Source: an optimization exercise on an open RTL-to-GDS flow (aim: small area and a short achievable clock period). Production flows keep margins and buffers that such runs may drop. In this exercise RTL edits were held to simulation tests only and were not proved equivalent to the original. The flow treats the clock pin as an ideal source, which a real chip does not have. Power and IR drop assume default switching activity.

==> flow/design.v (excerpt) <==
module alu_top (clk, A, B, sel, Cin, Y, Zero);
	input clk;
	input [31:0] A, B;
	input [3:0] sel;
	input Cin;
	output [31:0] Y;
	output Zero;
	reg [31:0] a_q, b_q;
	reg [3:0]  sel_q;
	reg        cin_q;
	reg [31:0] y_q;
	reg        zero_q;
	wire [31:0] y_d;
	wire        zero_d;
	ALU u_alu (.A(a_q), .B(b_q), .sel(sel_q), .Cin(cin_q), .Y(y_d), .Zero(zero_d));
	always @(posedge clk) begin
		a_q    <= A;
		b_q    <= B;
		sel_q  <= sel;
		cin_q  <= Cin;
		y_q    <= y_d;
		zero_q <= zero_d;
	end
	assign Y    = y_q;
	assign Zero = zero_q;
endmodule
export LEC_CHECK = 0
export CAP_MARGIN = 20
export CORE_MARGIN = 2
export CORE_UTILIZATION = 30
export CTS_BUF_LIST = sky130_fd_sc_hd__clkbuf_4
export HOLD_SLACK_MARGIN = 0.1
export PLACE_DENSITY = 0.5
export SETUP_SLACK_MARGIN = 3.0
export SLEW_MARGIN = 20
export SYNTH_HIERARCHICAL = 1
export SYNTH_MINIMUM_KEEP_SIZE = 0
create_clock -name core_clock -period 7.0 [get_ports {clk}]
standard.sh (not shown) runs the stock make flow with config.mk's settings and CLKGATE_MAP_FILE= SYNTH_SCRIPT=/design/flow/synth_recipe.tcl, a recipe that flattens the netlist after the stock synthesis.
==> flow/flow/run.sh <==
#!/bin/bash
# Standard ORFS flow (the standard.sh) with these changes:
#  - netopt.py: after synthesis, two local rewrites of the gate netlist (registers
#    untouched): and2 cells on widely shared signals become nor2 cells on shared
#    inverted copies, and full adders are used in inverted form where that removes
#    inverters between them (a full adder is self-dual)
#  - ports.tcl: port buffers with chosen cells (DONT_BUFFER_PORTS skips ORFS's own call)
#  - skew.tcl: output registers clocked from taps of a delayed clock branch (before CTS)
#  - CTS without latency balancing, so that the branch keeps its delay
#  - holdfix.tcl: a hold repair after CTS that is not held back by the setup margin
# standard.sh writes the full ORFS logs under orfs/logs; console output goes to *.log here.
set -e
F=$PWD/flow
R=$PWD/orfs/results/sky130hd/alu_top/base
source $F/params.sh
ARGS=(DONT_BUFFER_PORTS=1 PRE_GLOBAL_PLACE_TCL=$F/ports.tcl PRE_CTS_TCL=$F/skew.tcl POST_CTS_TCL=$F/holdfix.tcl
  "CTS_ARGS=-sink_clustering_enable -repair_clock_nets -no_insertion_delay")
bash standard.sh "${ARGS[@]}" $R/1_2_yosys.v > synth.log 2>&1
if [[ "${FLOW_NETOPT:-1}" == 1 ]]; then
  python3 $F/netopt.py $R/1_2_yosys.v $R/1_2_yosys.flip.v > netopt.log 2>&1
  cp $R/1_2_yosys.v $R/1_2_yosys.orig.v
  mv $R/1_2_yosys.flip.v $R/1_2_yosys.v
fi
bash standard.sh "${ARGS[@]}" finish > standard.log 2>&1
==> flow/flow/holdfix.tcl <==
# After CTS's own repair: one more hold repair without the setup margin. With
# SETUP_SLACK_MARGIN set, repair_timing will not put a hold buffer on a path whose
# setup slack is below that margin, and can leave hold violations; here setup only
# has to stay met.
estimate_parasitics -placement
repair_timing -hold -hold_margin $::env(HOLD_SLACK_MARGIN) -verbose
detailed_placement
check_placement -verbose
Other scripts of this flow, unchanged in this note and not shown: flow/flow/netopt.py, flow/flow/params.sh, flow/flow/ports.tcl, flow/flow/skew.tcl
Edit:
--- a/flow/flow/run.sh
+++ b/flow/flow/run.sh
@@ -8,5 +8,4 @@
 #  - skew.tcl: output registers clocked from taps of a delayed clock branch (before CTS)
 #  - CTS without latency balancing, so that the branch keeps its delay
-#  - holdfix.tcl: a hold repair after CTS that is not held back by the setup margin
 # standard.sh writes the full ORFS logs under orfs/logs; console output goes to *.log here.
 set -e
@@ -14,5 +13,5 @@
 R=$PWD/orfs/results/sky130hd/alu_top/base
 source $F/params.sh
-ARGS=(DONT_BUFFER_PORTS=1 PRE_GLOBAL_PLACE_TCL=$F/ports.tcl PRE_CTS_TCL=$F/skew.tcl POST_CTS_TCL=$F/holdfix.tcl
+ARGS=(DONT_BUFFER_PORTS=1 PRE_GLOBAL_PLACE_TCL=$F/ports.tcl PRE_CTS_TCL=$F/skew.tcl
   "CTS_ARGS=-sink_clustering_enable -repair_clock_nets -no_insertion_delay")
 bash standard.sh "${ARGS[@]}" $R/1_2_yosys.v > synth.log 2>&1
Settings changed: CTS_BUF_LIST sky130_fd_sc_hd__clkbuf_4 to unset, SETUP_SLACK_MARGIN 3.0 to 3.3.
removed: flow/flow/holdfix.tcl
With this change the flow finished but fails on hold timing.
Critical path depth shrinks by 21.
Sequential share of layout area is higher by 0.37 points.
Clock skew decreases by 0.0064 ns.
Core utilization came out higher by 0.18 points.
Clock power came out lower by 3.3%.
Fmax goes up by 5.5%.
Design area climbs by 0.44%.
Total power rises by 13%.
Die area stays the same.
Global-route usage is higher by 0.55 points.
Edit:
Settings changed: SETUP_SLACK_MARGIN 3.3 to 3.0.
Outcome: This time the run completed without violations; first-iteration DRC count went down by a few percent; via count decreases by a few percent; worst setup slack loses 0.12 ns; routed wire length decreases by a few percent.
Edit:
Settings changed: CORE_UTILIZATION 30 to 40, PLACE_DENSITY 0.5 to 0.55.
Effect:
- The changed run reached the layout checks and failed them: hold timing
- register-to-register slack improved by 0.02 ns
- critical path depth rises by 2
- worst setup slack improved by 0.022 ns
- area after synthesis is unchanged
- routed wire length stays flat
- maximum frequency rises slightly
- sequential share of layout area falls by 0.13 points
Edit:
--- a/flow/flow/run.sh
+++ b/flow/flow/run.sh
@@ -8,4 +8,5 @@
 #  - skew.tcl: output registers clocked from taps of a delayed clock branch (before CTS)
 #  - CTS without latency balancing, so that the branch keeps its delay
+#  - holdfix.tcl: a hold repair after CTS that is not held back by the setup margin
 # standard.sh writes the full ORFS logs under orfs/logs; console output goes to *.log here.
 set -e
@@ -13,5 +14,5 @@
 R=$PWD/orfs/results/sky130hd/alu_top/base
 source $F/params.sh
-ARGS=(DONT_BUFFER_PORTS=1 PRE_GLOBAL_PLACE_TCL=$F/ports.tcl PRE_CTS_TCL=$F/skew.tcl
+ARGS=(DONT_BUFFER_PORTS=1 PRE_GLOBAL_PLACE_TCL=$F/ports.tcl PRE_CTS_TCL=$F/skew.tcl POST_CTS_TCL=$F/holdfix.tcl
   "CTS_ARGS=-sink_clustering_enable -repair_clock_nets -no_insertion_delay")
 bash standard.sh "${ARGS[@]}" $R/1_2_yosys.v > synth.log 2>&1
==> flow/flow/holdfix.tcl (new file) <==
# After CTS's own repair: one more hold repair without the setup margin. With
# SETUP_SLACK_MARGIN set, repair_timing will not put a hold buffer on a path whose
# setup slack is below that margin, and can leave hold violations; here setup only
# has to stay met.
estimate_parasitics -placement
repair_timing -hold -hold_margin $::env(HOLD_SLACK_MARGIN) -verbose
detailed_placement
check_placement -verbose
Settings changed: CORE_UTILIZATION 40 to 30, CTS_BUF_LIST set to sky130_fd_sc_hd__clkbuf_8, PLACE_DENSITY 0.55 to 0.5.
Now the flow finished with timing, DRC and antenna clean.
Die area climbs by 33%.
Worst setup slack gets worse by 0.071 ns.
Utilization fell by 12 points.
Design area rose by 4.5%.
Maximum frequency falls by 1.8%.
Final cell count rose by 8.3%.
Routed wire length went up by 3.7%.
Synthesized cell count stays the same.
Register-to-register slack got worse by 0.07 ns.
Power went down by 1.3%.
Edit:
--- a/flow/flow/run.sh
+++ b/flow/flow/run.sh
@@ -8,5 +8,4 @@
 #  - skew.tcl: output registers clocked from taps of a delayed clock branch (before CTS)
 #  - CTS without latency balancing, so that the branch keeps its delay
-#  - holdfix.tcl: a hold repair after CTS that is not held back by the setup margin
 # standard.sh writes the full ORFS logs under orfs/logs; console output goes to *.log here.
 set -e
@@ -14,5 +13,5 @@
 R=$PWD/orfs/results/sky130hd/alu_top/base
 source $F/params.sh
-ARGS=(DONT_BUFFER_PORTS=1 PRE_GLOBAL_PLACE_TCL=$F/ports.tcl PRE_CTS_TCL=$F/skew.tcl POST_CTS_TCL=$F/holdfix.tcl
+ARGS=(DONT_BUFFER_PORTS=1 PRE_GLOBAL_PLACE_TCL=$F/ports.tcl PRE_CTS_TCL=$F/skew.tcl
   "CTS_ARGS=-sink_clustering_enable -repair_clock_nets -no_insertion_delay")
 bash standard.sh "${ARGS[@]}" $R/1_2_yosys.v > synth.log 2>&1
removed: flow/flow/holdfix.tcl
=>
- This time the run completed and failed the layout checks on hold timing
- cell area decreases by 6.4%
- clock power rose by 4.2%
- worst hold slack loses 0.77 ns
- via count goes down by about 4%


alu_top, a different RTL version from the one above (not shown whole).
Size: ~100 I/O pins.
export LEC_CHECK = 0
export CAP_MARGIN = 20
export CORE_MARGIN = 2
export CORE_UTILIZATION = 30
export PLACE_DENSITY = 0.5
export SETUP_SLACK_MARGIN = 3.0
export SLEW_MARGIN = 20
create_clock -name core_clock -period 7.0 [get_ports {clk}]
==> flow/flow/run.sh <==
#!/bin/bash
# Standard ORFS flow (the standard.sh) with three hooks:
#  - ports.tcl: port buffers with chosen cells (DONT_BUFFER_PORTS skips ORFS's own call)
#  - skew.tcl: output registers clocked from a delayed clock branch (before CTS)
#  - CTS without latency balancing, so that the branch keeps its delay
set -e
F=$PWD/flow
export FLOW_SKEW_CELLS=${FLOW_SKEW_CELLS:-"sky130_fd_sc_hd__clkdlybuf4s50_1 sky130_fd_sc_hd__clkdlybuf4s50_1 sky130_fd_sc_hd__clkdlybuf4s25_1"}
export FLOW_INBUF=${FLOW_INBUF:-sky130_fd_sc_hd__buf_1}
export FLOW_OUTBUF=${FLOW_OUTBUF:-sky130_fd_sc_hd__buf_4}
bash standard.sh RECOVER_POWER=100 DONT_BUFFER_PORTS=1 PRE_GLOBAL_PLACE_TCL=$F/ports.tcl PRE_CTS_TCL=$F/skew.tcl \
  "CTS_ARGS=-sink_clustering_enable -repair_clock_nets -no_insertion_delay" finish > standard.log 2>&1
==> flow/flow/ports.tcl <==
# Buffer every input and output port, as the standard flow does, with smaller cells.
buffer_ports -inputs -buffer_cell $::env(FLOW_INBUF)
buffer_ports -outputs -buffer_cell $::env(FLOW_OUTBUF)
==> flow/flow/skew.tcl <==
# Useful skew for the register-to-register paths: the output registers (y_q*, zero_q)
# take their clock from a delayed copy of the clock, so the ALU paths from the input
# registers get more time. Runs before CTS; CTS then builds a tree on each clock net.
proc my_insert_skew {cells} {
  set block [ord::get_db_block]
  set clknet [$block findNet clk]
  set ys {}
  set sx 0; set sy 0
  foreach inst [$block getInsts] {
    set n [$inst getName]
    if {[string match "y_q*" $n] || [string match "zero_q*" $n]} {
      lappend ys $inst
      set loc [$inst getLocation]
      set sx [expr {$sx + [lindex $loc 0]}]; set sy [expr {$sy + [lindex $loc 1]}]
    }
  }
  set cx [expr {int($sx / [llength $ys])}]; set cy [expr {int($sy / [llength $ys])}]
  set prev $clknet
  set i 0
  foreach dlycell $cells {
    set master [[ord::get_db] findMaster $dlycell]
    set inst [odb::dbInst_create $block $master "skewdly_$i"]
    $inst setLocation $cx $cy
    $inst setPlacementStatus PLACED
    set out [odb::dbNet_create $block "clk_skew_$i"]
    $out setSigType CLOCK
    [$inst findITerm A] connect $prev
    [$inst findITerm X] connect $out
    set prev $out
    incr i
  }
  foreach inst $ys {
    set it [$inst findITerm CLK]
    $it disconnect
    $it connect $prev
  }
  puts "my_insert_skew: [llength $ys] registers behind $cells at $cx $cy"
}
my_insert_skew $::env(FLOW_SKEW_CELLS)
The starting point completed, yet does not pass: hold timing.
Rerun with:
==> flow/run.sh (new file) <==
#!/bin/bash
# synth_recipe.tcl (not shown) runs the flow's synth.tcl, then flattens the netlist and writes it again
# the make line also repeats each setting of config.mk as NAME=value (left out here)
make -C /OpenROAD-flow-scripts/flow DESIGN_CONFIG=/design/flow/config.mk WORK_HOME=/design/flow/orfs CLKGATE_MAP_FILE= SYNTH_SCRIPT=/design/flow/synth_recipe.tcl finish
--- a/flow/config.mk
+++ b/flow/config.mk
@@ -11,3 +11,3 @@
 export PLACE_DENSITY = 0.5
-export SETUP_SLACK_MARGIN = 3.0
+export SETUP_SLACK_MARGIN = 2.5
 export SLEW_MARGIN = 20
removed: flow/flow/run.sh
removed: flow/flow/ports.tcl
removed: flow/flow/skew.tcl
removed: flow/standard.sh
After rerunning:
- With this change the flow ran to the end with no violations
- clock power falls by 27%
- sequential share of layout area falls by 0.29 points
- worst setup slack got worse by 0.59 ns
- total power rises by 27%
- maximum frequency falls by 10%
- final cell count rises by 0.90%
- cell area rises by 4.5%
Rerun with:
==> flow/flow/run.sh (new file) <==
#!/bin/bash
# Standard ORFS flow (the standard.sh) with three hooks:
#  - ports.tcl: port buffers with chosen cells (DONT_BUFFER_PORTS skips ORFS's own call)
#  - skew.tcl: output registers clocked from a delayed clock branch (before CTS)
#  - CTS without latency balancing, so that the branch keeps its delay
set -e
F=$PWD/flow
export FLOW_SKEW_NDLY=${FLOW_SKEW_NDLY:-2}
export FLOW_SKEW_CELL=${FLOW_SKEW_CELL:-sky130_fd_sc_hd__clkdlybuf4s50_1}
export FLOW_INBUF=${FLOW_INBUF:-sky130_fd_sc_hd__buf_1}
export FLOW_OUTBUF=${FLOW_OUTBUF:-sky130_fd_sc_hd__buf_4}
bash standard.sh DONT_BUFFER_PORTS=1 PRE_GLOBAL_PLACE_TCL=$F/ports.tcl PRE_CTS_TCL=$F/skew.tcl \
  "CTS_ARGS=-sink_clustering_enable -repair_clock_nets -no_insertion_delay" finish > standard.log 2>&1
==> flow/flow/ports.tcl (new file) <==
# Buffer every input and output port, as the standard flow does, with smaller cells.
buffer_ports -inputs -buffer_cell $::env(FLOW_INBUF)
buffer_ports -outputs -buffer_cell $::env(FLOW_OUTBUF)
==> flow/flow/skew.tcl (new file) <==
# Useful skew for the register-to-register paths: the output registers (y_q*, zero_q)
# take their clock from a delayed copy of the clock, so the ALU paths from the input
# registers get more time. Runs before CTS; CTS then builds a tree on each clock net.
proc my_insert_skew {ndly dlycell} {
  set block [ord::get_db_block]
  set clknet [$block findNet clk]
  set ys {}
  set sx 0; set sy 0
  foreach inst [$block getInsts] {
    set n [$inst getName]
    if {[string match "y_q*" $n] || [string match "zero_q*" $n]} {
      lappend ys $inst
      set loc [$inst getLocation]
      set sx [expr {$sx + [lindex $loc 0]}]; set sy [expr {$sy + [lindex $loc 1]}]
    }
  }
  set cx [expr {int($sx / [llength $ys])}]; set cy [expr {int($sy / [llength $ys])}]
  set master [[ord::get_db] findMaster $dlycell]
  set prev $clknet
  for {set i 0} {$i < $ndly} {incr i} {
    set inst [odb::dbInst_create $block $master "skewdly_$i"]
    $inst setLocation $cx $cy
    $inst setPlacementStatus PLACED
    set out [odb::dbNet_create $block "clk_skew_$i"]
    $out setSigType CLOCK
    [$inst findITerm A] connect $prev
    [$inst findITerm X] connect $out
    set prev $out
  }
  foreach inst $ys {
    set it [$inst findITerm CLK]
    $it disconnect
    $it connect $prev
  }
  puts "my_insert_skew: [llength $ys] registers behind $ndly x $dlycell at $cx $cy"
}
my_insert_skew $::env(FLOW_SKEW_NDLY) $::env(FLOW_SKEW_CELL)
==> flow/standard.sh (new file) <==
#!/bin/bash
# synth_recipe.tcl (not shown) runs the flow's synth.tcl, then flattens the netlist and writes it again
# the make line also repeats each setting of config.mk as NAME=value (left out here)
make -C /OpenROAD-flow-scripts/flow DESIGN_CONFIG=/design/flow/config.mk WORK_HOME=/design/flow/orfs CLKGATE_MAP_FILE= SYNTH_SCRIPT=/design/flow/synth_recipe.tcl "${@:-finish}"
--- a/flow/config.mk
+++ b/flow/config.mk
@@ -11,3 +11,3 @@
 export PLACE_DENSITY = 0.5
-export SETUP_SLACK_MARGIN = 2.5
+export SETUP_SLACK_MARGIN = 3.5
 export SLEW_MARGIN = 20
removed: flow/run.sh
=> Die area is unchanged. Fmax grows by 38%. Via count grows by 1.1%. Final cell count shrinks by 2.0%. Worst setup slack gets better by 1.6 ns. Routed wire length grows by 2.7%. Clock power grows by 35%. Power shrinks by 12%. Utilization shrinks by 1.0 points. Synthesized area is unchanged.
Rerun with:
--- a/flow/flow/run.sh
+++ b/flow/flow/run.sh
@@ -7,4 +7,3 @@
 F=$PWD/flow
-export FLOW_SKEW_NDLY=${FLOW_SKEW_NDLY:-2}
-export FLOW_SKEW_CELL=${FLOW_SKEW_CELL:-sky130_fd_sc_hd__clkdlybuf4s50_1}
+export FLOW_SKEW_CELLS=${FLOW_SKEW_CELLS:-"sky130_fd_sc_hd__clkdlybuf4s50_1 sky130_fd_sc_hd__clkdlybuf4s50_1 sky130_fd_sc_hd__clkdlybuf4s25_1"}
 export FLOW_INBUF=${FLOW_INBUF:-sky130_fd_sc_hd__buf_1}
--- a/flow/flow/skew.tcl
+++ b/flow/flow/skew.tcl
@@ -3,3 +3,3 @@
 # registers get more time. Runs before CTS; CTS then builds a tree on each clock net.
-proc my_insert_skew {ndly dlycell} {
+proc my_insert_skew {cells} {
   set block [ord::get_db_block]
@@ -17,5 +17,6 @@
   set cx [expr {int($sx / [llength $ys])}]; set cy [expr {int($sy / [llength $ys])}]
-  set master [[ord::get_db] findMaster $dlycell]
   set prev $clknet
-  for {set i 0} {$i < $ndly} {incr i} {
+  set i 0
+  foreach dlycell $cells {
+    set master [[ord::get_db] findMaster $dlycell]
     set inst [odb::dbInst_create $block $master "skewdly_$i"]
@@ -28,2 +29,3 @@
     set prev $out
+    incr i
   }
@@ -34,4 +36,4 @@
   }
-  puts "my_insert_skew: [llength $ys] registers behind $ndly x $dlycell at $cx $cy"
+  puts "my_insert_skew: [llength $ys] registers behind $cells at $cx $cy"
 }
-my_insert_skew $::env(FLOW_SKEW_NDLY) $::env(FLOW_SKEW_CELL)
+my_insert_skew $::env(FLOW_SKEW_CELLS)
--- a/flow/config.mk
+++ b/flow/config.mk
@@ -11,3 +11,3 @@
 export PLACE_DENSITY = 0.5
-export SETUP_SLACK_MARGIN = 3.5
+export SETUP_SLACK_MARGIN = 4.5
 export SLEW_MARGIN = 20
Result: With this change the flow completed and failed the layout checks on hold timing; sequential power drops slightly; routed wire length rose by a little under a tenth; worst hold slack gets worse by 0.080 ns; die area stays the same; power increases by about a fifth; design area climbs by roughly a tenth; core utilization came out higher by 4.9 points; setup slack is better by 0.27 ns; global-route usage is higher by 1.0 points; sequential cell count stays the same; via count goes up by a little under a tenth.

port drivers added, routing unchanged:
In the flow no input, the clock included, has a driving cell. The finished layouts below were timed again as built, in two steps.
Step 1 assumes that a clkbuf_16 drives the clock port and a buf_2 every other input.
Step 2, shift: input delay + t, output delay - t, t = (earliest + latest rising clock arrival at the registers) / 2. This alone moves slack from input paths to output paths.
Slacks: no drivers / after step 1 / after step 2; pairs: no drivers / after step 1.
run	shift t [ns]	setup WS [ns]	hold slack, ns	clock arrival spread, ns	slew at the worst register clock pin (ns)
the first run of note 1	1.233	2.979 / 2.979 / 2.979	0.117 / 0.117 / 0.117	1.654 / 1.654	0.07 / 0.07
the second run of note 1	1.241	3.190 / 3.132 / 3.221	-0.658 / -0.658 / -0.658	1.647 / 1.648	0.08 / 0.08
the third run of note 1	1.252	3.071 / 3.068 / 3.071	0.033 / 0.033 / 0.033	1.673 / 1.673	0.07 / 0.07
the fourth run of note 1	1.242	3.092 / 3.073 / 3.092	-0.713 / -0.713 / -0.713	1.721 / 1.720	0.08 / 0.08
the fifth run of note 1	1.253	3.021 / 3.021 / 3.021	0.068 / 0.068 / 0.068	1.677 / 1.677	0.07 / 0.07
the sixth run of note 1	1.246	3.078 / 3.028 / 3.140	-0.704 / -0.704 / -0.704	1.674 / 1.674	0.08 / 0.08
the first run of note 2	1.263	1.916 / 1.916 / 1.916	-0.042 / -0.042 / -0.042	1.671 / 1.672	0.08 / 0.08
the second run of note 2	0.452	1.322 / 1.322 / 1.322	0.636 / 0.636 / 0.636	0.016 / 0.016	0.09 / 0.09
the third run of note 2	1.123	2.887 / 2.887 / 2.887	0.032 / 0.032 / 0.032	1.386 / 1.386	0.08 / 0.08
the fourth run of note 2	1.260	3.154 / 3.130 / 3.154	-0.048 / -0.048 / -0.048	1.657 / 1.658	0.08 / 0.08
Clock arrivals are far apart in 9 of these runs, so t is only a midpoint there and step 2 fits no single register.
